Background: an optimization exercise with open tools, aiming at small area. Do not read the settings as production practice. Function was checked by simulation only, so behaviour that the tests miss may differ from the original. Power is estimated from default activity; no workload was simulated.

## the baseline
==> flow/design.v (excerpt) <==
module sk_top(ClkPort, Reset, BtnL, BtnR, BtnD, Sw0, Sw1, Sw2, Sw3, Sw4, Sw5, Sw6, Sw7, hSync, vSync, vgaR, vgaB, vgaG, QuadSpiFlashCS);
For scale: ~28 I/O pins, ~0.011 mm2 of cells after synthesis.
export LEC_CHECK = 0
export CAP_MARGIN = 20
export CORE_MARGIN = 2
export CORE_UTILIZATION = 40
export SLEW_MARGIN = 20
create_clock -name core_clock -period 10.0 [get_ports {ClkPort}]
standard.sh (not shown) runs the stock make flow with config.mk's settings and CLKGATE_MAP_FILE= SYNTH_SCRIPT=/design/flow/synth_recipe.tcl, a recipe that flattens the netlist after the stock synthesis.
==> flow/flow/run.sh <==
#!/bin/bash
# The standard layout (standard.sh), with these changes:
#  - synthesis: the standard flow's synthesis script, except that ABC maps the logic
#    with an area-oriented script (flow/synth_area.tcl, flow/area.abc);
#    flip-flop mapping, flattening and register names are unchanged
#  - clock tree: clkbuf_4 buffers, sink clusters of up to 12 within 40 um,
#    no dummy loads
#  - port buffers: the smallest buffer cell (every port is still buffered)
# Each tool writes its full log under orfs/logs/ (ORFS's per-step logs);
# make's own output goes to standard.log.
set -euo pipefail
here=$(pwd)
bash standard.sh \
  SYNTH_SCRIPT="$here/flow/synth_area.tcl" \
  CTS_ARGS="-sink_clustering_enable -repair_clock_nets -dont_use_dummy_load -buf_list sky130_fd_sc_hd__clkbuf_4 -sink_clustering_size 12 -sink_clustering_max_diameter 40" \
  BUFFER_PORTS_ARGS="-inputs -outputs -buffer_cell sky130_fd_sc_hd__buf_1" \
  finish > standard.log 2>&1
==> flow/flow/area.abc <==
strash
dch -f
amap -m
strash
dch -f
amap -m
topo
dnsize -c
==> flow/flow/synth_area.tcl <==
# The standard flow's synthesis (synth_recipe.tcl) with one change: ABC maps the logic
# with the area-oriented script area.abc (next to this file) instead of
# ORFS's. Flip-flop mapping, flattening and naming are unchanged.
set area_abc_script [file join [file dirname [file normalize [info script]]] area.abc]
proc synth {args} { yosys synth -nofsm -noshare {*}$args }
proc abc {args} {
  set i [lsearch -exact $args -script]
  if { $i >= 0 } {
    lset args [expr { $i + 1 }] $::area_abc_script
  }
  yosys abc {*}$args
}
source $::env(SCRIPTS_DIR)/synth.tcl
# left out here: clear keep_hierarchy, flatten, clean up, hide names made inside functions, write 1_2_yosys.v
Changes in the candidate relative to the baseline:
--- a/flow/flow/run.sh
+++ b/flow/flow/run.sh
@@ -5,3 +5,3 @@
 #    flip-flop mapping, flattening and register names are unchanged
-#  - clock tree: clkbuf_4 buffers, sink clusters of up to 12 within 40 um,
+#  - clock tree: clkbuf_8 buffers, sink clusters of up to 16 within 50 um,
 #    no dummy loads
@@ -14,3 +14,3 @@
   SYNTH_SCRIPT="$here/flow/synth_area.tcl" \
-  CTS_ARGS="-sink_clustering_enable -repair_clock_nets -dont_use_dummy_load -buf_list sky130_fd_sc_hd__clkbuf_4 -sink_clustering_size 12 -sink_clustering_max_diameter 40" \
+  CTS_ARGS="-sink_clustering_enable -repair_clock_nets -dont_use_dummy_load -buf_list {sky130_fd_sc_hd__clkbuf_4 sky130_fd_sc_hd__clkbuf_8} -sink_clustering_size 14 -sink_clustering_max_diameter 45" \
   BUFFER_PORTS_ARGS="-inputs -outputs -buffer_cell sky130_fd_sc_hd__buf_1" \
--- outcome ---
The candidate against the baseline: shortest period the worst path allows has increased; cell area has increased.
Relative to the baseline, worst clock skew on the final layout has decreased by 0.014 ns in the candidate.
Diff the baseline..the candidate | total placed cells including tap cells | unchanged
The candidate vs the baseline — global-route usage dropped 0.22 points.
Going from the baseline to the candidate, clock latency reported for the late side of the worst-skew pair shrinks by 0.08 ns.
Going from the baseline to the candidate, the met1 routing resource usage after global routing was found to have gone up by 0.19 points.
As far as wire length is concerned, the candidate and the baseline perform about the same.

--- another note on this design; it stands on its own ---

==> run a <==
// sk_top
module sk_top(ClkPort, Reset, BtnL, BtnR, BtnD, Sw0, Sw1, Sw2, Sw3, Sw4, Sw5, Sw6, Sw7, hSync, vSync, vgaR, vgaB, vgaG, QuadSpiFlashCS);
==> flow/config.mk <==
export PLATFORM = sky130hd
export DESIGN_NAME = sk_top
export DESIGN_NICKNAME = sk_top
export VERILOG_FILES = /design/flow/design.v
export SDC_FILE = /design/flow/constraint.sdc
export NUM_CORES = 4
export LEC_CHECK = 0
export CAP_MARGIN = 20
export CORE_MARGIN = 2
export CORE_UTILIZATION = 40
export SLEW_MARGIN = 20
==> flow/constraint.sdc <==
create_clock -name core_clock -period 10.0 [get_ports {ClkPort}]
set_input_delay 2.0000 -clock core_clock [delete_from_list [all_inputs] [get_ports {ClkPort}]]
set_output_delay 2.0000 -clock core_clock [all_outputs]
set_load 0.01 [all_outputs]
standard.sh (not shown) runs the stock make flow with config.mk's settings and CLKGATE_MAP_FILE= SYNTH_SCRIPT=/design/flow/synth_recipe.tcl, a recipe that flattens the netlist after the stock synthesis.
==> flow/flow/run.sh <==
#!/bin/bash
# The standard layout (standard.sh), with these changes:
#  - synthesis: the standard flow's synthesis script, except that ABC maps the logic
#    with an area-oriented script (flow/synth_area.tcl, flow/area.abc);
#    flip-flop mapping, flattening and register names are unchanged
#  - clock tree: clkbuf_8 buffers, sink clusters of up to 16 within 50 um,
#    no dummy loads
#  - port buffers: the smallest buffer cell (every port is still buffered)
# Each tool writes its full log under orfs/logs/ (ORFS's per-step logs);
# make's own output goes to standard.log.
set -euo pipefail
here=$(pwd)
bash standard.sh \
  SYNTH_SCRIPT="$here/flow/synth_area.tcl" \
  CTS_ARGS="-sink_clustering_enable -repair_clock_nets -dont_use_dummy_load -buf_list sky130_fd_sc_hd__clkbuf_4 -sink_clustering_size 12 -sink_clustering_max_diameter 40" \
  BUFFER_PORTS_ARGS="-inputs -outputs -buffer_cell sky130_fd_sc_hd__buf_1" \
  finish > standard.log 2>&1
==> flow/flow/area.abc <==
strash
dch -f
amap
topo
dnsize -c
==> flow/flow/synth_area.tcl <==
# The standard flow's synthesis (synth_recipe.tcl) with one change: ABC maps the logic
# with the area-oriented script area.abc (next to this file) instead of
# ORFS's. Flip-flop mapping, flattening and naming are unchanged.
set area_abc_script [file join [file dirname [file normalize [info script]]] area.abc]
proc synth {args} { yosys synth -nofsm -noshare {*}$args }
proc abc {args} {
  set i [lsearch -exact $args -script]
  if { $i >= 0 } {
    lset args [expr { $i + 1 }] $::area_abc_script
  }
  yosys abc {*}$args
}
source $::env(SCRIPTS_DIR)/synth.tcl
# left out here: clear keep_hierarchy, flatten, clean up, hide names made inside functions, write 1_2_yosys.v
==> run b (differences from run a) <==
--- a/flow/flow/run.sh
+++ b/flow/flow/run.sh
@@ -13,5 +13,5 @@
 bash standard.sh \
   SYNTH_SCRIPT="$here/flow/synth_area.tcl" \
-  CTS_ARGS="-sink_clustering_enable -repair_clock_nets -dont_use_dummy_load -buf_list sky130_fd_sc_hd__clkbuf_4 -sink_clustering_size 12 -sink_clustering_max_diameter 40" \
+  CTS_ARGS="-sink_clustering_enable -repair_clock_nets -dont_use_dummy_load -buf_list sky130_fd_sc_hd__clkbuf_8 -sink_clustering_size 16 -sink_clustering_max_diameter 50" \
   BUFFER_PORTS_ARGS="-inputs -outputs -buffer_cell sky130_fd_sc_hd__buf_1" \
   finish > standard.log 2>&1
==> notes <==
Sequential power is about the same in run a and run b.
Of run b and run a, run a has the higher sequential share of layout area (gap 0.29 points).
In run a the register-to-register slack is worse than in run b, by 0.03 ns.
Sequential cell count is the same in run a and run b.
Against run b, the cell area of run a is smaller by about 0.7%.
In run b the global-route usage is lower than in run a, by 0.28 points.
Between run a and run b, the lower clock power is in run a (gap about 13%, measured against run b).
Between run b and run a, the lower power is in run a (gap about 3.8%, measured against run a).
Against run b, the worst setup slack of run a is lower by 0.034 ns.
Cell count: run a is higher than run b (about 0.7%).

## static timing again, ports no longer ideal
In the flow no input, the clock included, has a driving cell. The finished layouts below were timed again as built, in two steps.
Step 1 assumes that a clkbuf_16 drives the clock port and a buf_2 every other input.
Step 2, shift: input delay + t, output delay - t, t = (earliest + latest rising clock arrival at the registers) / 2. This alone moves slack from input paths to output paths.
Slacks: no drivers / after step 1 / after step 2; pairs: no drivers / after step 1.
run | t (ns) | setup slack, ns | worst setup path at the end | clock arrival spread, ns | worst slew at a driven data input, ns
the baseline | 0.672 | 2.882 / 2.882 / 2.882 | register to register | 0.100 / 0.101 | 0.04
the candidate | 0.604 | 2.796 / 2.796 / 2.796 | register to register | 0.084 / 0.084 | 0.04
run a | 0.661 | 3.072 / 3.072 / 3.072 | register to register | 0.110 / 0.110 | 0.03
run b | 0.591 | 3.106 / 3.106 / 3.106 | register to register | 0.058 / 0.057 | 0.03
After both steps every run listed still meets setup and hold.
